Context: an optimization exercise on an open-source flow, tuned for small area and a short achievable clock period. The choices shown serve that exercise and are no tape-out recipe. Function was not checked in any run shown here: the RTL went through the layout flow alone. Power is estimated from default activity; no workload was simulated.

`design/flow/flow/run.sh`:
```
#!/bin/bash
# Standard ORFS layout; the only change is the cell used to buffer the ports
# (a plain buf_1 instead of the delay buffer buffer_ports picks by default).
set -euo pipefail
export BUFFER_PORTS_ARGS="-buffer_cell sky130_fd_sc_hd__buf_1"
bash standard.sh > standard.log 2>&1
```
`design/flow/standard.sh`:
```
#!/bin/bash
# synth_recipe.tcl (not shown) runs the flow's synth.tcl, then flattens the netlist and writes it again
# the make line also repeats each setting of config.mk as NAME=value (left out here)
make -C /OpenROAD-flow-scripts/flow DESIGN_CONFIG=/design/flow/config.mk WORK_HOME=/design/flow/orfs CLKGATE_MAP_FILE= SYNTH_SCRIPT=/design/flow/synth_recipe.tcl "${@:-finish}"
```
`design/flow/config.mk`:
```
export PLATFORM = sky130hd
export DESIGN_NAME = Nbit_ALU_Register
export DESIGN_NICKNAME = Nbit_ALU_Register
export VERILOG_FILES = /design/flow/design.v
export SDC_FILE = /design/flow/constraint.sdc
export NUM_CORES = 4
export LEC_CHECK = 0
export CAP_MARGIN = 20
export CORE_MARGIN = 2
export CORE_UTILIZATION = 40
export SLEW_MARGIN = 20
export SYNTH_HIERARCHICAL = 1
export SYNTH_MINIMUM_KEEP_SIZE = 0
```
`design/flow/constraint.sdc`:
```
create_clock -name core_clock -period 15.5 [get_ports {clk}]
set_input_delay 3.1000 -clock core_clock [delete_from_list [all_inputs] [get_ports {clk}]]
set_output_delay 3.1000 -clock core_clock [all_outputs]
set_load 0.01 [all_outputs]
```
`design/flow/design.v`:
```
`timescale 1ns / 1ps
module g_inv    (input a, output y);                  assign y = ~a;                             endmodule
module g_buf    (input a, output y);                  assign y = a;                              endmodule
module g_nand2  (input a, b, output y);               assign y = ~(a & b);                       endmodule
module g_nor2   (input a, b, output y);               assign y = ~(a | b);                       endmodule
module g_and2   (input a, b, output y);               assign y = a & b;                          endmodule
module g_or2    (input a, b, output y);               assign y = a | b;                          endmodule
module g_nand2b (input an, b, output y);              assign y = ~(~an & b);                     endmodule
module g_a21oi  (input a1, a2, b1, output y);         assign y = ~((a1 & a2) | b1);              endmodule
module g_o21ai  (input a1, a2, b1, output y);         assign y = ~((a1 | a2) & b1);              endmodule
module g_a21o   (input a1, a2, b1, output y);         assign y = (a1 & a2) | b1;                 endmodule
module g_o21a   (input a1, a2, b1, output y);         assign y = (a1 | a2) & b1;                 endmodule
module g_o22ai  (input a1, a2, b1, b2, output y);     assign y = ~((a1 | a2) & (b1 | b2));       endmodule
module g_xor2   (input a, b, output y);               assign y = a ^ b;                          endmodule
module g_xnor2  (input a, b, output y);               assign y = ~(a ^ b);                       endmodule
module g_mux2i  (input a0, a1, s, output y);          assign y = ~(s ? a1 : a0);                 endmodule
module g_nand3  (input a, b, c, output y);            assign y = ~(a & b & c);                   endmodule
module g_a31oi  (input a1, a2, a3, b1, output y);     assign y = ~((a1 & a2 & a3) | b1);         endmodule
module g_a32oi  (input a1, a2, a3, b1, b2, output y); assign y = ~((a1 & a2 & a3) | (b1 & b2));   endmodule
`timescale 1ns / 1ps
module Nbit_ALU(r1, r2, r3, ALUop);
parameter n = 32;
input  [n-1:0] r2, r3;
input  [2:0]   ALUop;
output [n-1:0] r1;
wire x01;
g_xor2 u_x01 (.a(ALUop[0]), .b(ALUop[1]), .y(x01));
wire op1n;
g_inv u_op1n (.a(ALUop[1]), .y(op1n));
wire t0n_d;
g_mux2i u_t0n_d (.a0(ALUop[0]), .a1(ALUop[1]), .s(ALUop[2]), .y(t0n_d));
wire t0n_0;
g_buf u_t0n_0 (.a(t0n_d), .y(t0n_0));
wire t0n_1;
g_buf u_t0n_1 (.a(t0n_d), .y(t0n_1));
wire t1n_d;
g_mux2i u_t1n_d (.a0(x01), .a1(op1n), .s(ALUop[2]), .y(t1n_d));
wire t1n_0;
g_buf u_t1n_0 (.a(t1n_d), .y(t1n_0));
wire t1n_1;
g_buf u_t1n_1 (.a(t1n_d), .y(t1n_1));
wire esn_d;
g_o21a u_esn_d (.a1(ALUop[1]), .a2(ALUop[0]), .b1(ALUop[2]), .y(esn_d));
wire esn_0;
g_buf u_esn_0 (.a(esn_d), .y(esn_0));
wire esn_1;
g_buf u_esn_1 (.a(esn_d), .y(esn_1));
wire ecn_d;
g_nand2b u_ecn_d (.an(ALUop[1]), .b(ALUop[2]), .y(ecn_d));
wire ecn_0;
g_buf u_ecn_0 (.a(ecn_d), .y(ecn_0));
wire ecn_1;
g_buf u_ecn_1 (.a(ecn_d), .y(ecn_1));
wire enn_d;
g_nand2b u_enn_d (.an(ALUop[2]), .b(ALUop[1]), .y(enn_d));
wire enn_0;
g_buf u_enn_0 (.a(enn_d), .y(enn_0));
wire enn_1;
g_buf u_enn_1 (.a(enn_d), .y(enn_1));
wire en_d;
g_inv u_en_d (.a(enn_0), .y(en_d));
wire en_0;
g_buf u_en_0 (.a(en_d), .y(en_0));
wire en_1;
g_buf u_en_1 (.a(en_d), .y(en_1));
wire op01n;
g_nand2 u_op01n (.a(ALUop[0]), .b(ALUop[1]), .y(op01n));
wire sub;
g_nor2 u_sub (.a(ALUop[2]), .b(op01n), .y(sub));
wire op12n;
g_nand2 u_op12n (.a(ALUop[1]), .b(ALUop[2]), .y(op12n));
wire slt;
g_nor2 u_slt (.a(ALUop[0]), .b(op12n), .y(slt));
wire bb0;
g_mux2i u_bb0 (.a0(t0n_0), .a1(t1n_0), .s(r3[0]), .y(bb0));
wire gn0;
g_nand2 u_gn0 (.a(r2[0]), .b(bb0), .y(gn0));
wire tn0;
g_nor2 u_tn0 (.a(r2[0]), .b(bb0), .y(tn0));
wire pn0;
g_nand2b u_pn0 (.an(tn0), .b(gn0), .y(pn0));
wire y0;
g_o22ai u_y0 (.a1(gn0), .a2(ecn_0), .b1(pn0), .b2(esn_0), .y(y0));
wire bb1;
g_mux2i u_bb1 (.a0(t0n_0), .a1(t1n_0), .s(r3[1]), .y(bb1));
wire gn1;
g_nand2 u_gn1 (.a(r2[1]), .b(bb1), .y(gn1));
wire tn1;
g_nor2 u_tn1 (.a(r2[1]), .b(bb1), .y(tn1));
wire pn1;
g_nand2b u_pn1 (.an(tn1), .b(gn1), .y(pn1));
wire y1;
g_o22ai u_y1 (.a1(gn1), .a2(ecn_0), .b1(pn1), .b2(esn_0), .y(y1));
wire bb2;
g_mux2i u_bb2 (.a0(t0n_0), .a1(t1n_0), .s(r3[2]), .y(bb2));
wire gn2;
g_nand2 u_gn2 (.a(r2[2]), .b(bb2), .y(gn2));
wire tn2;
g_nor2 u_tn2 (.a(r2[2]), .b(bb2), .y(tn2));
wire pn2;
g_nand2b u_pn2 (.an(tn2), .b(gn2), .y(pn2));
wire y2;
g_o22ai u_y2 (.a1(gn2), .a2(ecn_0), .b1(pn2), .b2(esn_0), .y(y2));
wire bb3;
g_mux2i u_bb3 (.a0(t0n_0), .a1(t1n_0), .s(r3[3]), .y(bb3));
wire gn3;
g_nand2 u_gn3 (.a(r2[3]), .b(bb3), .y(gn3));
wire tn3;
g_nor2 u_tn3 (.a(r2[3]), .b(bb3), .y(tn3));
wire pn3;
g_nand2b u_pn3 (.an(tn3), .b(gn3), .y(pn3));
wire y3;
g_o22ai u_y3 (.a1(gn3), .a2(ecn_0), .b1(pn3), .b2(esn_0), .y(y3));
wire bb4;
g_mux2i u_bb4 (.a0(t0n_0), .a1(t1n_0), .s(r3[4]), .y(bb4));
wire gn4;
g_nand2 u_gn4 (.a(r2[4]), .b(bb4), .y(gn4));
wire tn4;
g_nor2 u_tn4 (.a(r2[4]), .b(bb4), .y(tn4));
wire pn4;
g_nand2b u_pn4 (.an(tn4), .b(gn4), .y(pn4));
wire y4;
g_o22ai u_y4 (.a1(gn4), .a2(ecn_0), .b1(pn4), .b2(esn_0), .y(y4));
wire bb5;
g_mux2i u_bb5 (.a0(t0n_0), .a1(t1n_0), .s(r3[5]), .y(bb5));
wire gn5;
g_nand2 u_gn5 (.a(r2[5]), .b(bb5), .y(gn5));
wire tn5;
g_nor2 u_tn5 (.a(r2[5]), .b(bb5), .y(tn5));
wire pn5;
g_nand2b u_pn5 (.an(tn5), .b(gn5), .y(pn5));
wire y5;
g_o22ai u_y5 (.a1(gn5), .a2(ecn_0), .b1(pn5), .b2(esn_0), .y(y5));
wire bb6;
g_mux2i u_bb6 (.a0(t0n_0), .a1(t1n_0), .s(r3[6]), .y(bb6));
wire gn6;
g_nand2 u_gn6 (.a(r2[6]), .b(bb6), .y(gn6));
wire tn6;
g_nor2 u_tn6 (.a(r2[6]), .b(bb6), .y(tn6));
wire pn6;
g_nand2b u_pn6 (.an(tn6), .b(gn6), .y(pn6));
wire y6;
g_o22ai u_y6 (.a1(gn6), .a2(ecn_0), .b1(pn6), .b2(esn_0), .y(y6));
wire bb7;
g_mux2i u_bb7 (.a0(t0n_0), .a1(t1n_0), .s(r3[7]), .y(bb7));
wire gn7;
g_nand2 u_gn7 (.a(r2[7]), .b(bb7), .y(gn7));
wire tn7;
g_nor2 u_tn7 (.a(r2[7]), .b(bb7), .y(tn7));
wire pn7;
g_nand2b u_pn7 (.an(tn7), .b(gn7), .y(pn7));
wire y7;
g_o22ai u_y7 (.a1(gn7), .a2(ecn_0), .b1(pn7), .b2(esn_0), .y(y7));
wire bb8;
g_mux2i u_bb8 (.a0(t0n_0), .a1(t1n_0), .s(r3[8]), .y(bb8));
wire gn8;
g_nand2 u_gn8 (.a(r2[8]), .b(bb8), .y(gn8));
wire tn8;
g_nor2 u_tn8 (.a(r2[8]), .b(bb8), .y(tn8));
wire pn8;
g_nand2b u_pn8 (.an(tn8), .b(gn8), .y(pn8));
wire y8;
g_o22ai u_y8 (.a1(gn8), .a2(ecn_0), .b1(pn8), .b2(esn_0), .y(y8));
wire bb9;
g_mux2i u_bb9 (.a0(t0n_0), .a1(t1n_0), .s(r3[9]), .y(bb9));
wire gn9;
g_nand2 u_gn9 (.a(r2[9]), .b(bb9), .y(gn9));
wire tn9;
g_nor2 u_tn9 (.a(r2[9]), .b(bb9), .y(tn9));
wire pn9;
g_nand2b u_pn9 (.an(tn9), .b(gn9), .y(pn9));
wire y9;
g_o22ai u_y9 (.a1(gn9), .a2(ecn_0), .b1(pn9), .b2(esn_0), .y(y9));
wire bb10;
g_mux2i u_bb10 (.a0(t0n_0), .a1(t1n_0), .s(r3[10]), .y(bb10));
wire gn10;
g_nand2 u_gn10 (.a(r2[10]), .b(bb10), .y(gn10));
wire tn10;
g_nor2 u_tn10 (.a(r2[10]), .b(bb10), .y(tn10));
wire pn10;
g_nand2b u_pn10 (.an(tn10), .b(gn10), .y(pn10));
wire y10;
g_o22ai u_y10 (.a1(gn10), .a2(ecn_0), .b1(pn10), .b2(esn_0), .y(y10));
wire bb11;
g_mux2i u_bb11 (.a0(t0n_0), .a1(t1n_0), .s(r3[11]), .y(bb11));
wire gn11;
g_nand2 u_gn11 (.a(r2[11]), .b(bb11), .y(gn11));
wire tn11;
g_nor2 u_tn11 (.a(r2[11]), .b(bb11), .y(tn11));
wire pn11;
g_nand2b u_pn11 (.an(tn11), .b(gn11), .y(pn11));
wire y11;
g_o22ai u_y11 (.a1(gn11), .a2(ecn_0), .b1(pn11), .b2(esn_0), .y(y11));
wire bb12;
g_mux2i u_bb12 (.a0(t0n_0), .a1(t1n_0), .s(r3[12]), .y(bb12));
wire gn12;
g_nand2 u_gn12 (.a(r2[12]), .b(bb12), .y(gn12));
wire tn12;
g_nor2 u_tn12 (.a(r2[12]), .b(bb12), .y(tn12));
wire pn12;
g_nand2b u_pn12 (.an(tn12), .b(gn12), .y(pn12));
wire y12;
g_o22ai u_y12 (.a1(gn12), .a2(ecn_0), .b1(pn12), .b2(esn_0), .y(y12));
wire bb13;
g_mux2i u_bb13 (.a0(t0n_0), .a1(t1n_0), .s(r3[13]), .y(bb13));
wire gn13;
g_nand2 u_gn13 (.a(r2[13]), .b(bb13), .y(gn13));
wire tn13;
g_nor2 u_tn13 (.a(r2[13]), .b(bb13), .y(tn13));
wire pn13;
g_nand2b u_pn13 (.an(tn13), .b(gn13), .y(pn13));
wire y13;
g_o22ai u_y13 (.a1(gn13), .a2(ecn_0), .b1(pn13), .b2(esn_0), .y(y13));
wire bb14;
g_mux2i u_bb14 (.a0(t0n_0), .a1(t1n_0), .s(r3[14]), .y(bb14));
wire gn14;
g_nand2 u_gn14 (.a(r2[14]), .b(bb14), .y(gn14));
wire tn14;
g_nor2 u_tn14 (.a(r2[14]), .b(bb14), .y(tn14));
wire pn14;
g_nand2b u_pn14 (.an(tn14), .b(gn14), .y(pn14));
wire y14;
g_o22ai u_y14 (.a1(gn14), .a2(ecn_0), .b1(pn14), .b2(esn_0), .y(y14));
wire bb15;
g_mux2i u_bb15 (.a0(t0n_0), .a1(t1n_0), .s(r3[15]), .y(bb15));
wire gn15;
g_nand2 u_gn15 (.a(r2[15]), .b(bb15), .y(gn15));
wire tn15;
g_nor2 u_tn15 (.a(r2[15]), .b(bb15), .y(tn15));
wire pn15;
g_nand2b u_pn15 (.an(tn15), .b(gn15), .y(pn15));
wire y15;
g_o22ai u_y15 (.a1(gn15), .a2(ecn_0), .b1(pn15), .b2(esn_0), .y(y15));
wire bb16;
g_mux2i u_bb16 (.a0(t0n_1), .a1(t1n_1), .s(r3[16]), .y(bb16));
wire gn16;
g_nand2 u_gn16 (.a(r2[16]), .b(bb16), .y(gn16));
wire tn16;
g_nor2 u_tn16 (.a(r2[16]), .b(bb16), .y(tn16));
wire pn16;
g_nand2b u_pn16 (.an(tn16), .b(gn16), .y(pn16));
wire y16;
g_o22ai u_y16 (.a1(gn16), .a2(ecn_1), .b1(pn16), .b2(esn_1), .y(y16));
wire bb17;
g_mux2i u_bb17 (.a0(t0n_1), .a1(t1n_1), .s(r3[17]), .y(bb17));
wire gn17;
g_nand2 u_gn17 (.a(r2[17]), .b(bb17), .y(gn17));
wire tn17;
g_nor2 u_tn17 (.a(r2[17]), .b(bb17), .y(tn17));
wire pn17;
g_nand2b u_pn17 (.an(tn17), .b(gn17), .y(pn17));
wire y17;
g_o22ai u_y17 (.a1(gn17), .a2(ecn_1), .b1(pn17), .b2(esn_1), .y(y17));
wire bb18;
g_mux2i u_bb18 (.a0(t0n_1), .a1(t1n_1), .s(r3[18]), .y(bb18));
wire gn18;
g_nand2 u_gn18 (.a(r2[18]), .b(bb18), .y(gn18));
wire tn18;
g_nor2 u_tn18 (.a(r2[18]), .b(bb18), .y(tn18));
wire pn18;
g_nand2b u_pn18 (.an(tn18), .b(gn18), .y(pn18));
wire y18;
g_o22ai u_y18 (.a1(gn18), .a2(ecn_1), .b1(pn18), .b2(esn_1), .y(y18));
wire bb19;
g_mux2i u_bb19 (.a0(t0n_1), .a1(t1n_1), .s(r3[19]), .y(bb19));
wire gn19;
g_nand2 u_gn19 (.a(r2[19]), .b(bb19), .y(gn19));
wire tn19;
g_nor2 u_tn19 (.a(r2[19]), .b(bb19), .y(tn19));
wire pn19;
g_nand2b u_pn19 (.an(tn19), .b(gn19), .y(pn19));
wire y19;
g_o22ai u_y19 (.a1(gn19), .a2(ecn_1), .b1(pn19), .b2(esn_1), .y(y19));
wire bb20;
g_mux2i u_bb20 (.a0(t0n_1), .a1(t1n_1), .s(r3[20]), .y(bb20));
wire gn20;
g_nand2 u_gn20 (.a(r2[20]), .b(bb20), .y(gn20));
wire tn20;
g_nor2 u_tn20 (.a(r2[20]), .b(bb20), .y(tn20));
wire pn20;
g_nand2b u_pn20 (.an(tn20), .b(gn20), .y(pn20));
wire y20;
g_o22ai u_y20 (.a1(gn20), .a2(ecn_1), .b1(pn20), .b2(esn_1), .y(y20));
wire bb21;
g_mux2i u_bb21 (.a0(t0n_1), .a1(t1n_1), .s(r3[21]), .y(bb21));
wire gn21;
g_nand2 u_gn21 (.a(r2[21]), .b(bb21), .y(gn21));
wire tn21;
g_nor2 u_tn21 (.a(r2[21]), .b(bb21), .y(tn21));
wire pn21;
g_nand2b u_pn21 (.an(tn21), .b(gn21), .y(pn21));
wire y21;
g_o22ai u_y21 (.a1(gn21), .a2(ecn_1), .b1(pn21), .b2(esn_1), .y(y21));
wire bb22;
g_mux2i u_bb22 (.a0(t0n_1), .a1(t1n_1), .s(r3[22]), .y(bb22));
wire gn22;
g_nand2 u_gn22 (.a(r2[22]), .b(bb22), .y(gn22));
wire tn22;
g_nor2 u_tn22 (.a(r2[22]), .b(bb22), .y(tn22));
wire pn22;
g_nand2b u_pn22 (.an(tn22), .b(gn22), .y(pn22));
wire y22;
g_o22ai u_y22 (.a1(gn22), .a2(ecn_1), .b1(pn22), .b2(esn_1), .y(y22));
wire bb23;
g_mux2i u_bb23 (.a0(t0n_1), .a1(t1n_1), .s(r3[23]), .y(bb23));
wire gn23;
g_nand2 u_gn23 (.a(r2[23]), .b(bb23), .y(gn23));
wire tn23;
g_nor2 u_tn23 (.a(r2[23]), .b(bb23), .y(tn23));
wire pn23;
g_nand2b u_pn23 (.an(tn23), .b(gn23), .y(pn23));
wire y23;
g_o22ai u_y23 (.a1(gn23), .a2(ecn_1), .b1(pn23), .b2(esn_1), .y(y23));
wire bb24;
g_mux2i u_bb24 (.a0(t0n_1), .a1(t1n_1), .s(r3[24]), .y(bb24));
wire gn24;
g_nand2 u_gn24 (.a(r2[24]), .b(bb24), .y(gn24));
wire tn24;
g_nor2 u_tn24 (.a(r2[24]), .b(bb24), .y(tn24));
wire pn24;
g_nand2b u_pn24 (.an(tn24), .b(gn24), .y(pn24));
wire y24;
g_o22ai u_y24 (.a1(gn24), .a2(ecn_1), .b1(pn24), .b2(esn_1), .y(y24));
wire bb25;
g_mux2i u_bb25 (.a0(t0n_1), .a1(t1n_1), .s(r3[25]), .y(bb25));
wire gn25;
g_nand2 u_gn25 (.a(r2[25]), .b(bb25), .y(gn25));
wire tn25;
g_nor2 u_tn25 (.a(r2[25]), .b(bb25), .y(tn25));
wire pn25;
g_nand2b u_pn25 (.an(tn25), .b(gn25), .y(pn25));
wire y25;
g_o22ai u_y25 (.a1(gn25), .a2(ecn_1), .b1(pn25), .b2(esn_1), .y(y25));
wire bb26;
g_mux2i u_bb26 (.a0(t0n_1), .a1(t1n_1), .s(r3[26]), .y(bb26));
wire gn26;
g_nand2 u_gn26 (.a(r2[26]), .b(bb26), .y(gn26));
wire tn26;
g_nor2 u_tn26 (.a(r2[26]), .b(bb26), .y(tn26));
wire pn26;
g_nand2b u_pn26 (.an(tn26), .b(gn26), .y(pn26));
wire y26;
g_o22ai u_y26 (.a1(gn26), .a2(ecn_1), .b1(pn26), .b2(esn_1), .y(y26));
wire bb27;
g_mux2i u_bb27 (.a0(t0n_1), .a1(t1n_1), .s(r3[27]), .y(bb27));
wire gn27;
g_nand2 u_gn27 (.a(r2[27]), .b(bb27), .y(gn27));
wire tn27;
g_nor2 u_tn27 (.a(r2[27]), .b(bb27), .y(tn27));
wire pn27;
g_nand2b u_pn27 (.an(tn27), .b(gn27), .y(pn27));
wire y27;
g_o22ai u_y27 (.a1(gn27), .a2(ecn_1), .b1(pn27), .b2(esn_1), .y(y27));
wire bb28;
g_mux2i u_bb28 (.a0(t0n_1), .a1(t1n_1), .s(r3[28]), .y(bb28));
wire gn28;
g_nand2 u_gn28 (.a(r2[28]), .b(bb28), .y(gn28));
wire tn28;
g_nor2 u_tn28 (.a(r2[28]), .b(bb28), .y(tn28));
wire pn28;
g_nand2b u_pn28 (.an(tn28), .b(gn28), .y(pn28));
wire y28;
g_o22ai u_y28 (.a1(gn28), .a2(ecn_1), .b1(pn28), .b2(esn_1), .y(y28));
wire bb29;
g_mux2i u_bb29 (.a0(t0n_1), .a1(t1n_1), .s(r3[29]), .y(bb29));
wire gn29;
g_nand2 u_gn29 (.a(r2[29]), .b(bb29), .y(gn29));
wire tn29;
g_nor2 u_tn29 (.a(r2[29]), .b(bb29), .y(tn29));
wire pn29;
g_nand2b u_pn29 (.an(tn29), .b(gn29), .y(pn29));
wire y29;
g_o22ai u_y29 (.a1(gn29), .a2(ecn_1), .b1(pn29), .b2(esn_1), .y(y29));
wire bb30;
g_mux2i u_bb30 (.a0(t0n_1), .a1(t1n_1), .s(r3[30]), .y(bb30));
wire gn30;
g_nand2 u_gn30 (.a(r2[30]), .b(bb30), .y(gn30));
wire tn30;
g_nor2 u_tn30 (.a(r2[30]), .b(bb30), .y(tn30));
wire pn30;
g_nand2b u_pn30 (.an(tn30), .b(gn30), .y(pn30));
wire y30;
g_o22ai u_y30 (.a1(gn30), .a2(ecn_1), .b1(pn30), .b2(esn_1), .y(y30));
wire bb31;
g_mux2i u_bb31 (.a0(t0n_1), .a1(t1n_1), .s(r3[31]), .y(bb31));
wire gn31;
g_nand2 u_gn31 (.a(r2[31]), .b(bb31), .y(gn31));
wire tn31;
g_nor2 u_tn31 (.a(r2[31]), .b(bb31), .y(tn31));
wire pn31;
g_nand2b u_pn31 (.an(tn31), .b(gn31), .y(pn31));
wire y31;
g_o22ai u_y31 (.a1(gn31), .a2(ecn_1), .b1(pn31), .b2(esn_1), .y(y31));
wire G0n;
g_o21a u_G0n (.a1(tn0), .a2(t0n_0), .b1(gn0), .y(G0n));
wire G1_1;
g_o21ai u_G1_1 (.a1(tn1), .a2(G0n), .b1(gn1), .y(G1_1));
wire G1_3;
g_o21ai u_G1_3 (.a1(tn3), .a2(gn2), .b1(gn3), .y(G1_3));
wire T1_3;
g_nor2 u_T1_3 (.a(tn3), .b(tn2), .y(T1_3));
wire G1_5;
g_o21ai u_G1_5 (.a1(tn5), .a2(gn4), .b1(gn5), .y(G1_5));
wire T1_5;
g_nor2 u_T1_5 (.a(tn5), .b(tn4), .y(T1_5));
wire G1_7;
g_o21ai u_G1_7 (.a1(tn7), .a2(gn6), .b1(gn7), .y(G1_7));
wire T1_7;
g_nor2 u_T1_7 (.a(tn7), .b(tn6), .y(T1_7));
wire G1_9;
g_o21ai u_G1_9 (.a1(tn9), .a2(gn8), .b1(gn9), .y(G1_9));
wire T1_9;
g_nor2 u_T1_9 (.a(tn9), .b(tn8), .y(T1_9));
wire G1_11;
g_o21ai u_G1_11 (.a1(tn11), .a2(gn10), .b1(gn11), .y(G1_11));
wire T1_11;
g_nor2 u_T1_11 (.a(tn11), .b(tn10), .y(T1_11));
wire G1_13;
g_o21ai u_G1_13 (.a1(tn13), .a2(gn12), .b1(gn13), .y(G1_13));
wire T1_13;
g_nor2 u_T1_13 (.a(tn13), .b(tn12), .y(T1_13));
wire G1_15;
g_o21ai u_G1_15 (.a1(tn15), .a2(gn14), .b1(gn15), .y(G1_15));
wire T1_15;
g_nor2 u_T1_15 (.a(tn15), .b(tn14), .y(T1_15));
wire G1_17;
g_o21ai u_G1_17 (.a1(tn17), .a2(gn16), .b1(gn17), .y(G1_17));
wire T1_17;
g_nor2 u_T1_17 (.a(tn17), .b(tn16), .y(T1_17));
wire G1_19;
g_o21ai u_G1_19 (.a1(tn19), .a2(gn18), .b1(gn19), .y(G1_19));
wire T1_19;
g_nor2 u_T1_19 (.a(tn19), .b(tn18), .y(T1_19));
wire G1_21;
g_o21ai u_G1_21 (.a1(tn21), .a2(gn20), .b1(gn21), .y(G1_21));
wire T1_21;
g_nor2 u_T1_21 (.a(tn21), .b(tn20), .y(T1_21));
wire G1_23;
g_o21ai u_G1_23 (.a1(tn23), .a2(gn22), .b1(gn23), .y(G1_23));
wire T1_23;
g_nor2 u_T1_23 (.a(tn23), .b(tn22), .y(T1_23));
wire G1_25;
g_o21ai u_G1_25 (.a1(tn25), .a2(gn24), .b1(gn25), .y(G1_25));
wire T1_25;
g_nor2 u_T1_25 (.a(tn25), .b(tn24), .y(T1_25));
wire G1_27;
g_o21ai u_G1_27 (.a1(tn27), .a2(gn26), .b1(gn27), .y(G1_27));
wire T1_27;
g_nor2 u_T1_27 (.a(tn27), .b(tn26), .y(T1_27));
wire G1_29;
g_o21ai u_G1_29 (.a1(tn29), .a2(gn28), .b1(gn29), .y(G1_29));
wire T1_29;
g_nor2 u_T1_29 (.a(tn29), .b(tn28), .y(T1_29));
wire n_gn2;
g_inv u_n_gn2 (.a(gn2), .y(n_gn2));
wire n_tn2;
g_inv u_n_tn2 (.a(tn2), .y(n_tn2));
wire kn3;
g_a32oi u_kn3 (.a1(n_tn2), .a2(G1_1), .a3(en_0), .b1(n_gn2), .b2(en_0), .y(kn3));
wire G2_3;
g_a21oi u_G2_3 (.a1(T1_3), .a2(G1_1), .b1(G1_3), .y(G2_3));
wire n_gn6;
g_inv u_n_gn6 (.a(gn6), .y(n_gn6));
wire n_tn6;
g_inv u_n_tn6 (.a(tn6), .y(n_tn6));
wire G2_6;
g_a21oi u_G2_6 (.a1(n_tn6), .a2(G1_5), .b1(n_gn6), .y(G2_6));
wire T2_6;
g_nand2 u_T2_6 (.a(n_tn6), .b(T1_5), .y(T2_6));
wire G2_7;
g_a21oi u_G2_7 (.a1(T1_7), .a2(G1_5), .b1(G1_7), .y(G2_7));
wire T2_7;
g_nand2 u_T2_7 (.a(T1_7), .b(T1_5), .y(T2_7));
wire n_gn10;
g_inv u_n_gn10 (.a(gn10), .y(n_gn10));
wire n_tn10;
g_inv u_n_tn10 (.a(tn10), .y(n_tn10));
wire G2_10;
g_a21oi u_G2_10 (.a1(n_tn10), .a2(G1_9), .b1(n_gn10), .y(G2_10));
wire T2_10;
g_nand2 u_T2_10 (.a(n_tn10), .b(T1_9), .y(T2_10));
wire G2_11;
g_a21oi u_G2_11 (.a1(T1_11), .a2(G1_9), .b1(G1_11), .y(G2_11));
wire T2_11;
g_nand2 u_T2_11 (.a(T1_11), .b(T1_9), .y(T2_11));
wire n_gn14;
g_inv u_n_gn14 (.a(gn14), .y(n_gn14));
wire n_tn14;
g_inv u_n_tn14 (.a(tn14), .y(n_tn14));
wire G2_14;
g_a21oi u_G2_14 (.a1(n_tn14), .a2(G1_13), .b1(n_gn14), .y(G2_14));
wire T2_14;
g_nand2 u_T2_14 (.a(n_tn14), .b(T1_13), .y(T2_14));
wire G2_15;
g_a21oi u_G2_15 (.a1(T1_15), .a2(G1_13), .b1(G1_15), .y(G2_15));
wire T2_15;
g_nand2 u_T2_15 (.a(T1_15), .b(T1_13), .y(T2_15));
wire n_gn18;
g_inv u_n_gn18 (.a(gn18), .y(n_gn18));
wire n_tn18;
g_inv u_n_tn18 (.a(tn18), .y(n_tn18));
wire G2_18;
g_a21oi u_G2_18 (.a1(n_tn18), .a2(G1_17), .b1(n_gn18), .y(G2_18));
wire T2_18;
g_nand2 u_T2_18 (.a(n_tn18), .b(T1_17), .y(T2_18));
wire G2_19;
g_a21oi u_G2_19 (.a1(T1_19), .a2(G1_17), .b1(G1_19), .y(G2_19));
wire T2_19;
g_nand2 u_T2_19 (.a(T1_19), .b(T1_17), .y(T2_19));
wire n_gn22;
g_inv u_n_gn22 (.a(gn22), .y(n_gn22));
wire n_tn22;
g_inv u_n_tn22 (.a(tn22), .y(n_tn22));
wire G2_22;
g_a21oi u_G2_22 (.a1(n_tn22), .a2(G1_21), .b1(n_gn22), .y(G2_22));
wire T2_22;
g_nand2 u_T2_22 (.a(n_tn22), .b(T1_21), .y(T2_22));
wire G2_23;
g_a21oi u_G2_23 (.a1(T1_23), .a2(G1_21), .b1(G1_23), .y(G2_23));
wire T2_23;
g_nand2 u_T2_23 (.a(T1_23), .b(T1_21), .y(T2_23));
wire n_gn26;
g_inv u_n_gn26 (.a(gn26), .y(n_gn26));
wire n_tn26;
g_inv u_n_tn26 (.a(tn26), .y(n_tn26));
wire G2_26;
g_a21oi u_G2_26 (.a1(n_tn26), .a2(G1_25), .b1(n_gn26), .y(G2_26));
wire T2_26;
g_nand2 u_T2_26 (.a(n_tn26), .b(T1_25), .y(T2_26));
wire G2_27;
g_a21oi u_G2_27 (.a1(T1_27), .a2(G1_25), .b1(G1_27), .y(G2_27));
wire T2_27;
g_nand2 u_T2_27 (.a(T1_27), .b(T1_25), .y(T2_27));
wire n_gn30;
g_inv u_n_gn30 (.a(gn30), .y(n_gn30));
wire n_tn30;
g_inv u_n_tn30 (.a(tn30), .y(n_tn30));
wire G2_30;
g_a21oi u_G2_30 (.a1(n_tn30), .a2(G1_29), .b1(n_gn30), .y(G2_30));
wire T2_30;
g_nand2 u_T2_30 (.a(n_tn30), .b(T1_29), .y(T2_30));
wire G3_4;
g_o21ai u_G3_4 (.a1(tn4), .a2(G2_3), .b1(gn4), .y(G3_4));
wire n_G1_5;
g_inv u_n_G1_5 (.a(G1_5), .y(n_G1_5));
wire n_T1_5;
g_inv u_n_T1_5 (.a(T1_5), .y(n_T1_5));
wire G3_5;
g_o21ai u_G3_5 (.a1(n_T1_5), .a2(G2_3), .b1(n_G1_5), .y(G3_5));
wire G3_6;
g_o21ai u_G3_6 (.a1(T2_6), .a2(G2_3), .b1(G2_6), .y(G3_6));
wire G3_7;
g_o21ai u_G3_7 (.a1(T2_7), .a2(G2_3), .b1(G2_7), .y(G3_7));
wire G3_12;
g_o21ai u_G3_12 (.a1(tn12), .a2(G2_11), .b1(gn12), .y(G3_12));
wire T3_12;
g_nor2 u_T3_12 (.a(tn12), .b(T2_11), .y(T3_12));
wire n_G1_13;
g_inv u_n_G1_13 (.a(G1_13), .y(n_G1_13));
wire n_T1_13;
g_inv u_n_T1_13 (.a(T1_13), .y(n_T1_13));
wire G3_13;
g_o21ai u_G3_13 (.a1(n_T1_13), .a2(G2_11), .b1(n_G1_13), .y(G3_13));
wire T3_13;
g_nor2 u_T3_13 (.a(n_T1_13), .b(T2_11), .y(T3_13));
wire G3_14;
g_o21ai u_G3_14 (.a1(T2_14), .a2(G2_11), .b1(G2_14), .y(G3_14));
wire T3_14;
g_nor2 u_T3_14 (.a(T2_14), .b(T2_11), .y(T3_14));
wire G3_15;
g_o21ai u_G3_15 (.a1(T2_15), .a2(G2_11), .b1(G2_15), .y(G3_15));
wire T3_15;
g_nor2 u_T3_15 (.a(T2_15), .b(T2_11), .y(T3_15));
wire G3_20;
g_o21ai u_G3_20 (.a1(tn20), .a2(G2_19), .b1(gn20), .y(G3_20));
wire T3_20;
g_nor2 u_T3_20 (.a(tn20), .b(T2_19), .y(T3_20));
wire n_G1_21;
g_inv u_n_G1_21 (.a(G1_21), .y(n_G1_21));
wire n_T1_21;
g_inv u_n_T1_21 (.a(T1_21), .y(n_T1_21));
wire G3_21;
g_o21ai u_G3_21 (.a1(n_T1_21), .a2(G2_19), .b1(n_G1_21), .y(G3_21));
wire T3_21;
g_nor2 u_T3_21 (.a(n_T1_21), .b(T2_19), .y(T3_21));
wire G3_22;
g_o21ai u_G3_22 (.a1(T2_22), .a2(G2_19), .b1(G2_22), .y(G3_22));
wire T3_22;
g_nor2 u_T3_22 (.a(T2_22), .b(T2_19), .y(T3_22));
wire G3_23;
g_o21ai u_G3_23 (.a1(T2_23), .a2(G2_19), .b1(G2_23), .y(G3_23));
wire T3_23;
g_nor2 u_T3_23 (.a(T2_23), .b(T2_19), .y(T3_23));
wire G3_28;
g_o21ai u_G3_28 (.a1(tn28), .a2(G2_27), .b1(gn28), .y(G3_28));
wire T3_28;
g_nor2 u_T3_28 (.a(tn28), .b(T2_27), .y(T3_28));
wire n_G1_29;
g_inv u_n_G1_29 (.a(G1_29), .y(n_G1_29));
wire n_T1_29;
g_inv u_n_T1_29 (.a(T1_29), .y(n_T1_29));
wire G3_29;
g_o21ai u_G3_29 (.a1(n_T1_29), .a2(G2_27), .b1(n_G1_29), .y(G3_29));
wire T3_29;
g_nor2 u_T3_29 (.a(n_T1_29), .b(T2_27), .y(T3_29));
wire G3_30;
g_o21ai u_G3_30 (.a1(T2_30), .a2(G2_27), .b1(G2_30), .y(G3_30));
wire T3_30;
g_nor2 u_T3_30 (.a(T2_30), .b(T2_27), .y(T3_30));
wire n_gn8;
g_inv u_n_gn8 (.a(gn8), .y(n_gn8));
wire n_tn8;
g_inv u_n_tn8 (.a(tn8), .y(n_tn8));
wire kn9;
g_a32oi u_kn9 (.a1(n_tn8), .a2(G3_7), .a3(en_0), .b1(n_gn8), .b2(en_0), .y(kn9));
wire kn10;
g_a32oi u_kn10 (.a1(T1_9), .a2(G3_7), .a3(en_0), .b1(G1_9), .b2(en_0), .y(kn10));
wire n_G2_10;
g_inv u_n_G2_10 (.a(G2_10), .y(n_G2_10));
wire n_T2_10;
g_inv u_n_T2_10 (.a(T2_10), .y(n_T2_10));
wire kn11;
g_a32oi u_kn11 (.a1(n_T2_10), .a2(G3_7), .a3(en_0), .b1(n_G2_10), .b2(en_0), .y(kn11));
wire n_G2_11;
g_inv u_n_G2_11 (.a(G2_11), .y(n_G2_11));
wire n_T2_11;
g_inv u_n_T2_11 (.a(T2_11), .y(n_T2_11));
wire kn12;
g_a32oi u_kn12 (.a1(n_T2_11), .a2(G3_7), .a3(en_0), .b1(n_G2_11), .b2(en_0), .y(kn12));
wire kn13;
g_a32oi u_kn13 (.a1(T3_12), .a2(G3_7), .a3(en_0), .b1(G3_12), .b2(en_0), .y(kn13));
wire kn14;
g_a32oi u_kn14 (.a1(T3_13), .a2(G3_7), .a3(en_0), .b1(G3_13), .b2(en_0), .y(kn14));
wire kn15;
g_a32oi u_kn15 (.a1(T3_14), .a2(G3_7), .a3(en_0), .b1(G3_14), .b2(en_0), .y(kn15));
wire G4_15;
g_a21oi u_G4_15 (.a1(T3_15), .a2(G3_7), .b1(G3_15), .y(G4_15));
wire n_gn24;
g_inv u_n_gn24 (.a(gn24), .y(n_gn24));
wire n_tn24;
g_inv u_n_tn24 (.a(tn24), .y(n_tn24));
wire G4_24;
g_a21oi u_G4_24 (.a1(n_tn24), .a2(G3_23), .b1(n_gn24), .y(G4_24));
wire T4_24;
g_nand2 u_T4_24 (.a(n_tn24), .b(T3_23), .y(T4_24));
wire G4_25;
g_a21oi u_G4_25 (.a1(T1_25), .a2(G3_23), .b1(G1_25), .y(G4_25));
wire T4_25;
g_nand2 u_T4_25 (.a(T1_25), .b(T3_23), .y(T4_25));
wire n_G2_26;
g_inv u_n_G2_26 (.a(G2_26), .y(n_G2_26));
wire n_T2_26;
g_inv u_n_T2_26 (.a(T2_26), .y(n_T2_26));
wire G4_26;
g_a21oi u_G4_26 (.a1(n_T2_26), .a2(G3_23), .b1(n_G2_26), .y(G4_26));
wire T4_26;
g_nand2 u_T4_26 (.a(n_T2_26), .b(T3_23), .y(T4_26));
wire n_G2_27;
g_inv u_n_G2_27 (.a(G2_27), .y(n_G2_27));
wire n_T2_27;
g_inv u_n_T2_27 (.a(T2_27), .y(n_T2_27));
wire G4_27;
g_a21oi u_G4_27 (.a1(n_T2_27), .a2(G3_23), .b1(n_G2_27), .y(G4_27));
wire T4_27;
g_nand2 u_T4_27 (.a(n_T2_27), .b(T3_23), .y(T4_27));
wire G4_28;
g_a21oi u_G4_28 (.a1(T3_28), .a2(G3_23), .b1(G3_28), .y(G4_28));
wire T4_28;
g_nand2 u_T4_28 (.a(T3_28), .b(T3_23), .y(T4_28));
wire G4_29;
g_a21oi u_G4_29 (.a1(T3_29), .a2(G3_23), .b1(G3_29), .y(G4_29));
wire T4_29;
g_nand2 u_T4_29 (.a(T3_29), .b(T3_23), .y(T4_29));
wire G4_30;
g_a21oi u_G4_30 (.a1(T3_30), .a2(G3_23), .b1(G3_30), .y(G4_30));
wire T4_30;
g_nand2 u_T4_30 (.a(T3_30), .b(T3_23), .y(T4_30));
wire G5_16;
g_o21ai u_G5_16 (.a1(tn16), .a2(G4_15), .b1(gn16), .y(G5_16));
wire n_G1_17;
g_inv u_n_G1_17 (.a(G1_17), .y(n_G1_17));
wire n_T1_17;
g_inv u_n_T1_17 (.a(T1_17), .y(n_T1_17));
wire G5_17;
g_o21ai u_G5_17 (.a1(n_T1_17), .a2(G4_15), .b1(n_G1_17), .y(G5_17));
wire G5_18;
g_o21ai u_G5_18 (.a1(T2_18), .a2(G4_15), .b1(G2_18), .y(G5_18));
wire G5_19;
g_o21ai u_G5_19 (.a1(T2_19), .a2(G4_15), .b1(G2_19), .y(G5_19));
wire n_G3_20;
g_inv u_n_G3_20 (.a(G3_20), .y(n_G3_20));
wire n_T3_20;
g_inv u_n_T3_20 (.a(T3_20), .y(n_T3_20));
wire G5_20;
g_o21ai u_G5_20 (.a1(n_T3_20), .a2(G4_15), .b1(n_G3_20), .y(G5_20));
wire n_G3_21;
g_inv u_n_G3_21 (.a(G3_21), .y(n_G3_21));
wire n_T3_21;
g_inv u_n_T3_21 (.a(T3_21), .y(n_T3_21));
wire G5_21;
g_o21ai u_G5_21 (.a1(n_T3_21), .a2(G4_15), .b1(n_G3_21), .y(G5_21));
wire n_G3_22;
g_inv u_n_G3_22 (.a(G3_22), .y(n_G3_22));
wire n_T3_22;
g_inv u_n_T3_22 (.a(T3_22), .y(n_T3_22));
wire G5_22;
g_o21ai u_G5_22 (.a1(n_T3_22), .a2(G4_15), .b1(n_G3_22), .y(G5_22));
wire n_G3_23;
g_inv u_n_G3_23 (.a(G3_23), .y(n_G3_23));
wire n_T3_23;
g_inv u_n_T3_23 (.a(T3_23), .y(n_T3_23));
wire G5_23;
g_o21ai u_G5_23 (.a1(n_T3_23), .a2(G4_15), .b1(n_G3_23), .y(G5_23));
wire G5_24;
g_o21ai u_G5_24 (.a1(T4_24), .a2(G4_15), .b1(G4_24), .y(G5_24));
wire G5_25;
g_o21ai u_G5_25 (.a1(T4_25), .a2(G4_15), .b1(G4_25), .y(G5_25));
wire G5_26;
g_o21ai u_G5_26 (.a1(T4_26), .a2(G4_15), .b1(G4_26), .y(G5_26));
wire G5_27;
g_o21ai u_G5_27 (.a1(T4_27), .a2(G4_15), .b1(G4_27), .y(G5_27));
wire G5_28;
g_o21ai u_G5_28 (.a1(T4_28), .a2(G4_15), .b1(G4_28), .y(G5_28));
wire G5_29;
g_o21ai u_G5_29 (.a1(T4_29), .a2(G4_15), .b1(G4_29), .y(G5_29));
wire G5_30;
g_o21ai u_G5_30 (.a1(T4_30), .a2(G4_15), .b1(G4_30), .y(G5_30));
wire k1;
g_nor2 u_k1 (.a(G0n), .b(enn_0), .y(k1));
g_xor2 u_r1 (.a(y1), .b(k1), .y(r1[1]));
wire kn2;
g_nand2 u_kn2 (.a(G1_1), .b(en_0), .y(kn2));
g_xnor2 u_r2 (.a(y2), .b(kn2), .y(r1[2]));
g_xnor2 u_r3 (.a(y3), .b(kn3), .y(r1[3]));
wire k4;
g_nor2 u_k4 (.a(G2_3), .b(enn_0), .y(k4));
g_xor2 u_r4 (.a(y4), .b(k4), .y(r1[4]));
wire kn5;
g_nand2 u_kn5 (.a(G3_4), .b(en_0), .y(kn5));
g_xnor2 u_r5 (.a(y5), .b(kn5), .y(r1[5]));
wire kn6;
g_nand2 u_kn6 (.a(G3_5), .b(en_0), .y(kn6));
g_xnor2 u_r6 (.a(y6), .b(kn6), .y(r1[6]));
wire kn7;
g_nand2 u_kn7 (.a(G3_6), .b(en_0), .y(kn7));
g_xnor2 u_r7 (.a(y7), .b(kn7), .y(r1[7]));
wire kn8;
g_nand2 u_kn8 (.a(G3_7), .b(en_0), .y(kn8));
g_xnor2 u_r8 (.a(y8), .b(kn8), .y(r1[8]));
g_xnor2 u_r9 (.a(y9), .b(kn9), .y(r1[9]));
g_xnor2 u_r10 (.a(y10), .b(kn10), .y(r1[10]));
g_xnor2 u_r11 (.a(y11), .b(kn11), .y(r1[11]));
g_xnor2 u_r12 (.a(y12), .b(kn12), .y(r1[12]));
g_xnor2 u_r13 (.a(y13), .b(kn13), .y(r1[13]));
g_xnor2 u_r14 (.a(y14), .b(kn14), .y(r1[14]));
g_xnor2 u_r15 (.a(y15), .b(kn15), .y(r1[15]));
wire k16;
g_nor2 u_k16 (.a(G4_15), .b(enn_1), .y(k16));
g_xor2 u_r16 (.a(y16), .b(k16), .y(r1[16]));
wire kn17;
g_nand2 u_kn17 (.a(G5_16), .b(en_1), .y(kn17));
g_xnor2 u_r17 (.a(y17), .b(kn17), .y(r1[17]));
wire kn18;
g_nand2 u_kn18 (.a(G5_17), .b(en_1), .y(kn18));
g_xnor2 u_r18 (.a(y18), .b(kn18), .y(r1[18]));
wire kn19;
g_nand2 u_kn19 (.a(G5_18), .b(en_1), .y(kn19));
g_xnor2 u_r19 (.a(y19), .b(kn19), .y(r1[19]));
wire kn20;
g_nand2 u_kn20 (.a(G5_19), .b(en_1), .y(kn20));
g_xnor2 u_r20 (.a(y20), .b(kn20), .y(r1[20]));
wire kn21;
g_nand2 u_kn21 (.a(G5_20), .b(en_1), .y(kn21));
g_xnor2 u_r21 (.a(y21), .b(kn21), .y(r1[21]));
wire kn22;
g_nand2 u_kn22 (.a(G5_21), .b(en_1), .y(kn22));
g_xnor2 u_r22 (.a(y22), .b(kn22), .y(r1[22]));
wire kn23;
g_nand2 u_kn23 (.a(G5_22), .b(en_1), .y(kn23));
g_xnor2 u_r23 (.a(y23), .b(kn23), .y(r1[23]));
wire kn24;
g_nand2 u_kn24 (.a(G5_23), .b(en_1), .y(kn24));
g_xnor2 u_r24 (.a(y24), .b(kn24), .y(r1[24]));
wire kn25;
g_nand2 u_kn25 (.a(G5_24), .b(en_1), .y(kn25));
g_xnor2 u_r25 (.a(y25), .b(kn25), .y(r1[25]));
wire kn26;
g_nand2 u_kn26 (.a(G5_25), .b(en_1), .y(kn26));
g_xnor2 u_r26 (.a(y26), .b(kn26), .y(r1[26]));
wire kn27;
g_nand2 u_kn27 (.a(G5_26), .b(en_1), .y(kn27));
g_xnor2 u_r27 (.a(y27), .b(kn27), .y(r1[27]));
wire kn28;
g_nand2 u_kn28 (.a(G5_27), .b(en_1), .y(kn28));
g_xnor2 u_r28 (.a(y28), .b(kn28), .y(r1[28]));
wire kn29;
g_nand2 u_kn29 (.a(G5_28), .b(en_1), .y(kn29));
g_xnor2 u_r29 (.a(y29), .b(kn29), .y(r1[29]));
wire kn30;
g_nand2 u_kn30 (.a(G5_29), .b(en_1), .y(kn30));
g_xnor2 u_r30 (.a(y30), .b(kn30), .y(r1[30]));
wire kn31;
g_nand2 u_kn31 (.a(G5_30), .b(en_1), .y(kn31));
g_xnor2 u_r31 (.a(y31), .b(kn31), .y(r1[31]));
wire x31n;
g_xor2 u_x31n (.a(pn31), .b(G5_30), .y(x31n));
wire z0n;
g_xnor2 u_z0n (.a(y0), .b(sub), .y(z0n));
g_mux2i u_r0 (.a0(z0n), .a1(x31n), .s(slt), .y(r1[0]));
endmodule
`timescale 1ns / 1ps
module dff(q, d, clk);
input		d, clk;       
output reg	q;            
always @(posedge clk)
q<=d;
endmodule
`timescale 1ns / 1ps
module Nbit_Register(outo, ino, clk);
parameter n = 32;
input [n-1:0] ino;
output [n-1:0] outo;
input clk;
genvar i;
generate
for (i = 0; i < n; i = i + 1) begin: registerblk
dff Dflipflop(.q(outo[i]) , .d(ino[i]), .clk(clk) );
end
endgenerate
endmodule
`timescale 1ns / 1ps
module Nbit_ALU_Register (r2, r3, ALUop, r0, clk);
parameter n = 32;
input[n-1:0] r2, r3;
input[2:0] ALUop;
input clk;
output [n-1:0] r0;
wire[n-1:0] r1;
Nbit_ALU #(n) alu1 (.r1(r1), .r2(r2), .r3(r3), .ALUop(ALUop) );
Nbit_Register #(n) reg1 (.outo(r0), .ino(r1), .clk(clk) );
endmodule
```
==> results.yml, run 1 <==
timing:
  hold_ws_ns: 3.214
  post-route-period-util: 0.4261
  grt_setup_unrepaired: "false"
  fmax_ghz: 0.1514
  maxSlewViolCount: 0
  timing.final.ws_setup_ns: 8.896
  tightest_slew_ns: 0.9864
  fin_setup_tns_ns: 0
  setup_violations: 0
  relSlewSlack: 0.3284
  final.min_clock_period_ns: 6.604
  hold_violations: 0
run_status:
  status: "no timing/DRC/antenna violations"
grt:
  grt_start_max_net_pins: 37
  first_global_vias: 2764
  grt_usage: 0.1813
  grt_antenna_before_repair: 0
  grt_pass1_wl_um: 12460
  overflow: 0
setup_path:
  crit_path_start_kind: "input pin"
  path_max_fanout: 33
  path_class: "input pin to flip-flop"
  crit_required_ns: 15.71
  cp.arrival_ns: 6.82
  end_kind: "flip-flop"
floorplan:
  die_area_sq_mm: 0.008170
  ios: 100
  num_rows: 31
  initial_core_util: 0.4116
  die_h_um: 90.39
  die_w_um: 90.39
  core_sq_mm: 0.007253
placed_design:
  dpl_cell_area_sq_mm: 0.003438
  hpwlAfterDp_um: 5666
  place_ws_ns: 8.586
  port_buffers: 99
  dp_cells: 629
  routabilityCongestion: 0.8043
detailed_routing:
  ant_nets: 0
  firstDrtPassIters: 4
  first_iter_violations: 128
  routed_wl_um: 7691
  viasPerCell: 4.885
  wire_per_inst_um: 12.07
  vias: 3112
  post-route-drc-count: 0
layout:
  finish.utilization: 0.4894
  fin_nets: 606
  diodes: 0
  syn_to_final_growth_pct: 18.90
  drive_above_1_share: 0.06506
  final_cells: 637
  reg_top3: "reg1.registerblk.Dflipflop.q x32"
  largest_register: "reg1.registerblk.Dflipflop.q"
  finalInstanceArea_sq_mm: 0.003550
  largest_reg_flops: 32
run:
  cap_violations: 0
pwr:
  leakagePower_nw: 1.543
  pwr_density_cell_mw_per_mm2: 93.35
  power_uw: 331.4
  ir_worst_vdd_mv: 0.03479
yosys:
  synth_top_area_share: 0.2146
  netlist_area_sq_mm: 0.002985
  syn-mean-instance-area_sq_um: 6.785
  synth_area_leaders: "dfxtp_1 21%, mux2i_1 12%, nand2_1 9.3%"
  yosysTopAreaCell: "dfxtp_1"
  ys.warnings.count: 7
  seq_area_frac_synth: 0.2146
  yosysUniqueCellTypes: 14
  syn-num-nets: 508
  ys_ff_latch: 32
  synthCells: 440
clock_tree:
  clk_path_buf_depth: 2
  h-tree-depth: 2
  cts_tree: "built"
  cts.clk_slew.worst_paths_ns: 0.07
  cts-buffers-inserted: 5
  ctsResizeCount: 0
  clock_sinks: 32
  post-cts-setup-buffers: 0
  hold_buffers: 0
  cts-root-buf: "clkbuf_8"
min_path:
  hold_path_depth: 4
  hp-class: "input pin to flip-flop"
==> Yosys stat by module, one instance, submodules excluded, a selection <==
module / flip-flops and latches / times used
g_o21ai: 0 / 45
g_a21oi: 0 / 22
g_nand2b: 0 / 34
g_o21a: 0 / 2
g_inv: 0 / 48
g_mux2i: 0 / 35
==> metal layers <==
metal / up-vias / global-route usage / part of all wire
li1: 1669 / - / -
met1: 1355 / 0.2426 / 0.48
met2: 82 / 0.3045 / 0.46
met3: 6 / 0.03088 / 0.045
met4: 0 / 0.04231 / 0.0096
met5: - / 0 / 0
==> critical path, stage by stage <==
cell,delay [ns]
buf_1,0.35
mux2i_4,0.90
mux2i_1,0.19
nor2_1,0.18
o21a_1,0.14
o21ai_1,0.12
a21oi_2,0.26
o21ai_1,0.31
a21oi_2,0.67
o21ai_1,0.22
xor2_1,0.20
mux2i_1,0.16
==> report_power, final <==
part           total, mW  switching [mW]  internal, mW
Sequential         0.106         0.00520         0.101
Clock             0.0721          0.0325        0.0396
Combinational      0.153          0.0943        0.0588
Total              0.331           0.132         0.199
==> cells in the mapped netlist <==
cell type,number
o21a_1,2
a32oi_1,8
mux2i_1,35
nand2b_1,34
nor2_1,62
xnor2_1,29
xor2_1,5
o21ai_1,45
o22ai_1,32
dfxtp_1,32
inv_1,48
a21oi_2,22
buf_4,12
nand2_1,74
==> cell usage in the layout, fill, tap and decap left out, drive strengths merged <==
master / count
buf: 103
nand2: 74
nor2: 62
inv: 48
o21ai: 45
mux2i: 35
nand2b: 34
o22ai: 32
dfxtp: 32
xnor2: 29
a21oi: 22
a32oi: 8
clkbuf: 7
xor2: 5
o21a: 2
==> area by class of cell <==
cell class / instances / area (sq um)
Clock buffer: 7 / 96.34
Fill cell: 781 / 3704
Inverter: 48 / 180.2
Multi-Input combinational cell: 348 / 2100
Sequential cell: 32 / 640.6
Tap cell: 99 / 123.9
Timing Repair Buffer: 103 / 409.1
==> cells by family (layout without fill, tap and decap cells) <==
| group | Yosys count | count (layout) | synth area share |
|---|---|---|---|
| AO/OA/AOI/OAI | 109 | 109 | 0.2355 |
| buffers and inverters | 60 | 158 | 0.09053 |
| AND/OR/NAND/NOR | 170 | 170 | 0.2422 |
| flip-flops | 32 | 32 | 0.2146 |
| multiplexers | 35 | 35 | 0.1174 |
| XOR/XNOR | 34 | 34 | 0.09975 |
==> path summary, 6_finish.rpt <==
kind	start	to
setup / recovery	ALUop[2]	reg1.registerblk[0].Dflipflop.q$_DFF_P_
hold / removal	r2[31]	reg1.registerblk[31].Dflipflop.q$_DFF_P_
==> run 2, diff against run 1 <==
--- a/design/flow/design.v
+++ b/design/flow/design.v
@@ -25,6 +25,4 @@
 output [n-1:0] r1;
-wire x01;
-g_xor2 u_x01 (.a(ALUop[0]), .b(ALUop[1]), .y(x01));
-wire op1n;
-g_inv u_op1n (.a(ALUop[1]), .y(op1n));
+wire o02n;
+g_nor2 u_o02n (.a(ALUop[0]), .b(ALUop[2]), .y(o02n));
 wire t0n_d;
@@ -36,3 +34,3 @@
 wire t1n_d;
-g_mux2i u_t1n_d (.a0(x01), .a1(op1n), .s(ALUop[2]), .y(t1n_d));
+g_xor2 u_t1n_d (.a(ALUop[1]), .b(o02n), .y(t1n_d));
 wire t1n_0;
@@ -393,4 +391,6 @@
 g_o22ai u_y31 (.a1(gn31), .a2(ecn_1), .b1(pn31), .b2(esn_1), .y(y31));
+wire t0p;
+g_inv u_t0p (.a(t0n_d), .y(t0p));
 wire G0n;
-g_o21a u_G0n (.a1(tn0), .a2(t0n_0), .b1(gn0), .y(G0n));
+g_mux2i u_G0n (.a0(t0p), .a1(r2[0]), .s(r3[0]), .y(G0n));
 wire G1_1;
==> design/flow/flow/run.sh (replaced) <==
#!/bin/bash
# Standard ORFS layout with two changes: the ports are buffered with buf_1 (instead of the
# delay buffer buffer_ports picks by default), and timing repair aims for a setup slack of
# 10.1 ns, so that it sizes the critical paths for a shorter period than the clock's.
set -euo pipefail
export BUFFER_PORTS_ARGS="-buffer_cell sky130_fd_sc_hd__buf_1"
export SETUP_SLACK_MARGIN=10.1
bash standard.sh > standard.log 2>&1
--- a/design/flow/config.mk
+++ b/design/flow/config.mk
@@ -9,3 +9,5 @@
 export CORE_MARGIN = 2
-export CORE_UTILIZATION = 40
+export CORE_UTILIZATION = 60
+export CTS_BUF_LIST = sky130_fd_sc_hd__clkbuf_4
+export GPL_TIMING_DRIVEN = 0
 export SLEW_MARGIN = 20
==> run 2 against run 1 <==
Against the previous run:
- largest cell class unchanged
- wire length shrank 2.5%
- highest routed layer unchanged
- clock power shrank 36%
- core utilization grew 26 points
- via count grew 4.1%
==> results.yml, run 2 <==
run_status:
  status: "no timing/DRC/antenna violations"
grt:
  first_global_vias: 2979
  grt_start_max_net_pins: 22
  overflow: 0
  grt_antenna_before_repair: 0
  grt_pass1_wl_um: 12400
  grt_usage: 0.2832
yosys:
  yosysTopAreaCell: "dfxtp_1"
  ys.warnings.count: 7
  synth-simple-area-share: 0.2438
  synth_fa_ha_area_frac: 0
  synth_area_leaders: "dfxtp_1 21%, mux2i_1 12%, nand2_1 9.3%"
  synth_top_area_share: 0.2149
  ys_ff_latch: 32
  synth_most_common_cell: "nand2_1"
  synth-compound-area-share: 0.2333
  syn-mean-instance-area_sq_um: 6.776
  syn-num-nets: 508
  synth_top_family_by_area: "simple AND/OR/NAND/NOR gates"
  synth_edf_count: 0
  netlist_area_sq_mm: 0.002982
  synth_common_cells: "74 x nand2_1, 63 x nor2_1, 48 x inv_1, 45 x o21ai_1, 35 x mux2i_1"
  async_flop_share: 0
  synth-xor-area-share: 0.09987
  yosysUniqueCellTypes: 14
  synthFlopType: "dfxtp_1"
  synth_mux_area_frac: 0.1175
  synthCells: 440
  seq_area_frac_synth: 0.2149
layout:
  largest_register: "reg1.registerblk.Dflipflop.q"
  largest_reg_flops: 32
  fin_nets: 620
  reg_top3: "reg1.registerblk.Dflipflop.q x32"
  final_cells: 619
  syn_to_final_growth_pct: 19.85
  diodes: 0
  fillers: 424
  drive_above_1_share: 0.09239
  final_common_cell: "buf_1"
  layout_common_cells: "98 x buf_1, 74 x nand2_1, 62 x nor2_1"
timing:
  grt_setup_unrepaired: "false"
  hold_violations: 0
  maxSlewViolCount: 0
  timing.final.ws_setup_ns: 10.34
  fmax_ghz: 0.1938
  tightest_slew_ns: 0.4452
  relSlewSlack: 0.7012
  setup_violations: 0
  hold_ws_ns: 3.125
  post-route-period-util: 0.3329
  final.min_clock_period_ns: 5.160
  fin_setup_tns_ns: 0
detailed_routing:
  vias: 3240
  wire_per_inst_um: 12.11
  first_iter_violations: 293
  routed_wl_um: 7499
  ant_nets: 0
  firstDrtPassIters: 5
  viasPerCell: 5.234
  post-route-drc-count: 0
placed_design:
  routabilityCongestion: 0.8662
  dp_cells: 606
  place_ws_ns: 9.328
  port_buffers: 99
  hpwlAfterDp_um: 5453
setup_path:
  path_max_fanout: 16
  crit_path_start_kind: "input pin"
  critical_path.cell_chain: "clkbuf_2 > mux2i_1 > buf_4 > mux2i_1 > nor2_1 > o21ai_2 > a21oi_2 > o21ai_1 > a21oi_4 > buf_4 > o21ai_1 > nand2_1 > xnor2_1"
  end_kind: "flip-flop"
  critPathSlowestCell: "mux2i_1"
  cp.arrival_ns: 5.44
  crit_required_ns: 15.78
  path_class: "input pin to flip-flop"
  cpPeakStageDelay_ns: 0.30
clock_tree:
  clock_sinks: 32
  clk_path_buf_depth: 2
  cts-root-buf: "clkbuf_4"
  hold_buffers: 0
  h-tree-depth: 2
  cts-buffers-inserted: 5
  cts.clk_slew.worst_paths_ns: 0.10
  cts_tree: "built"
pwr:
  power_uw: 315.3
  leakagePower_nw: 1.598
  pwr_density_cell_mw_per_mm2: 88.24
  ir_worst_vdd_mv: 0.05373
run:
  cap_violations: 0
min_path:
  hold_path_depth: 3
  worstHoldStart: "ALUop[0]"
  hp-class: "input pin to flip-flop"
  holdPathEnd: "reg1.registerblk[0].Dflipflop.q$_DFF_P_"
floorplan:
  initial_core_util: 0.6271
  die_area_sq_mm: 0.005550
  die_w_um: 74.50
  num_rows: 25
  core_sq_mm: 0.004755
  ios: 100
  die_h_um: 74.50
[run 2: layout make-up]
type | count | area, sq um | area share
Multi-Input combinational cell | 348 | 2116 | 0.5921
Sequential cell | 32 | 640.6 | 0.1793
Timing Repair Buffer | 105 | 417.9 | 0.1169
Inverter | 48 | 180.2 | 0.05042
Buffer | 12 | 90.09 | 0.02521
Tap cell | 67 | 83.83 | 0.02346
Clock buffer | 5 | 37.54 | 0.01050
Clock inverter | 2 | 7.507 | 0.002101
[run 2: critical path: cells and delay by family]
kind | cells | cell delay [ns]
muxes | 2 | 0.41
AOI/OAI and AO/OA | 5 | 0.87
and+or+nand+nor | 2 | 0.31
buffers and inverters | 3 | 0.62
xor gates and xnor gates | 1 | 0.11
[run 2: worst max-delay path by stage]
stage,start,endpoint
after floorplan,ALUop[2],reg1.registerblk[0].Dflipflop.q$_DFF_P_
after global placement,ALUop[2],reg1.registerblk[0].Dflipflop.q$_DFF_P_
after detailed placement,ALUop[2],reg1.registerblk[0].Dflipflop.q$_DFF_P_
after CTS,ALUop[2],reg1.registerblk[21].Dflipflop.q$_DFF_P_
after global routing,ALUop[2],reg1.registerblk[21].Dflipflop.q$_DFF_P_
final,ALUop[2],reg1.registerblk[28].Dflipflop.q$_DFF_P_
[run 2: logic make-up after synthesis]
| kind of cell | Yosys count |
|---|---|
| simple gates | 171 |
| mux | 35 |
| xor+xnor | 34 |
| buf+inv | 60 |
| compound gates | 108 |
| flops | 32 |
[run 2: metrics by stage]
step / instance area, sq um / util
2_1_floorplan: 2982 / -
3_3_place_gp: 3437 / 0.7229
3_5_place_dp: 3437 / 0.7229
4_1_cts: 3527 / 0.7418
5_1_grt: 3573 / 0.7516
6_report: 3573 / 0.7516
[run 2: where the power goes]
group / internal [mW] / switching, mW / total [mW]
clock: 0.0158 / 0.0300 / 0.0458
sequential: 0.101 / 0.00463 / 0.105
combinational: 0.0651 / 0.0990 / 0.164
total: 0.182 / 0.134 / 0.315
[run 2: layer usage]
metal  wire (um)  GRT usage  vias up
met3         441    0.05827       21
met5           0          0        -
met1        3296     0.3402     1410
met4         187     0.1190        0
met2        3573     0.4897      115
li1            -          -     1694
[run 2: per-module statistics from Yosys (local to each module, per instance), a selection]
module | flops+latches | cell area [sq um]
g_buf | 0 | 7.507
g_xor2 | 0 | 8.758
g_nor2 | 0 | 3.754
g_o22ai | 0 | 6.256
g_a32oi | 0 | 8.758
g_o21a | 0 | 7.507
g_inv | 0 | 3.754
g_o21ai | 0 | 5.005
g_nand2b | 0 | 6.256
g_nand2 | 0 | 3.754
g_mux2i | 0 | 10.01
dff | 1 | 20.02
g_xnor2 | 0 | 8.758
[run 2: timing repair]
action / 4_1_cts / 5_1_grt
setup endpoints to repair: 17 / 17
gates resized for setup: 3 / 7
pin swaps: 1 / 1
buffers inserted: 4 / 2

==> afterwards: timing with drivers on the ports <==
The flow's constraints put no driver on any port. The routed layouts listed below were extracted and timed again, unchanged, in two steps.
Step 1 sets driving cells, clkbuf_16 on the clock port and buf_2 on the other inputs (assumed; they add their load-dependent delay and slew).
Step 2 also shifts input and output timing later by t, the mid clock arrival at the registers, as if the neighbouring blocks saw the same clock.
Slacks: ideal / step 1 / step 2; pairs: ideal / step 1.
run | t (ns) | slack for setup (ns) | hold slack, ns
run 1 | 0.311 | 8.896 / 8.902 / 8.591 | 3.214 / 3.206 / 3.502
run 2 | 0.370 | 10.340 / 10.342 / 9.972 | 3.125 / 3.119 / 3.489
After both steps setup and hold are still met in every run listed. The setup slack of run 2, which loses most, moves by +0.002 ns with the drivers and by -0.368 ns with both steps.
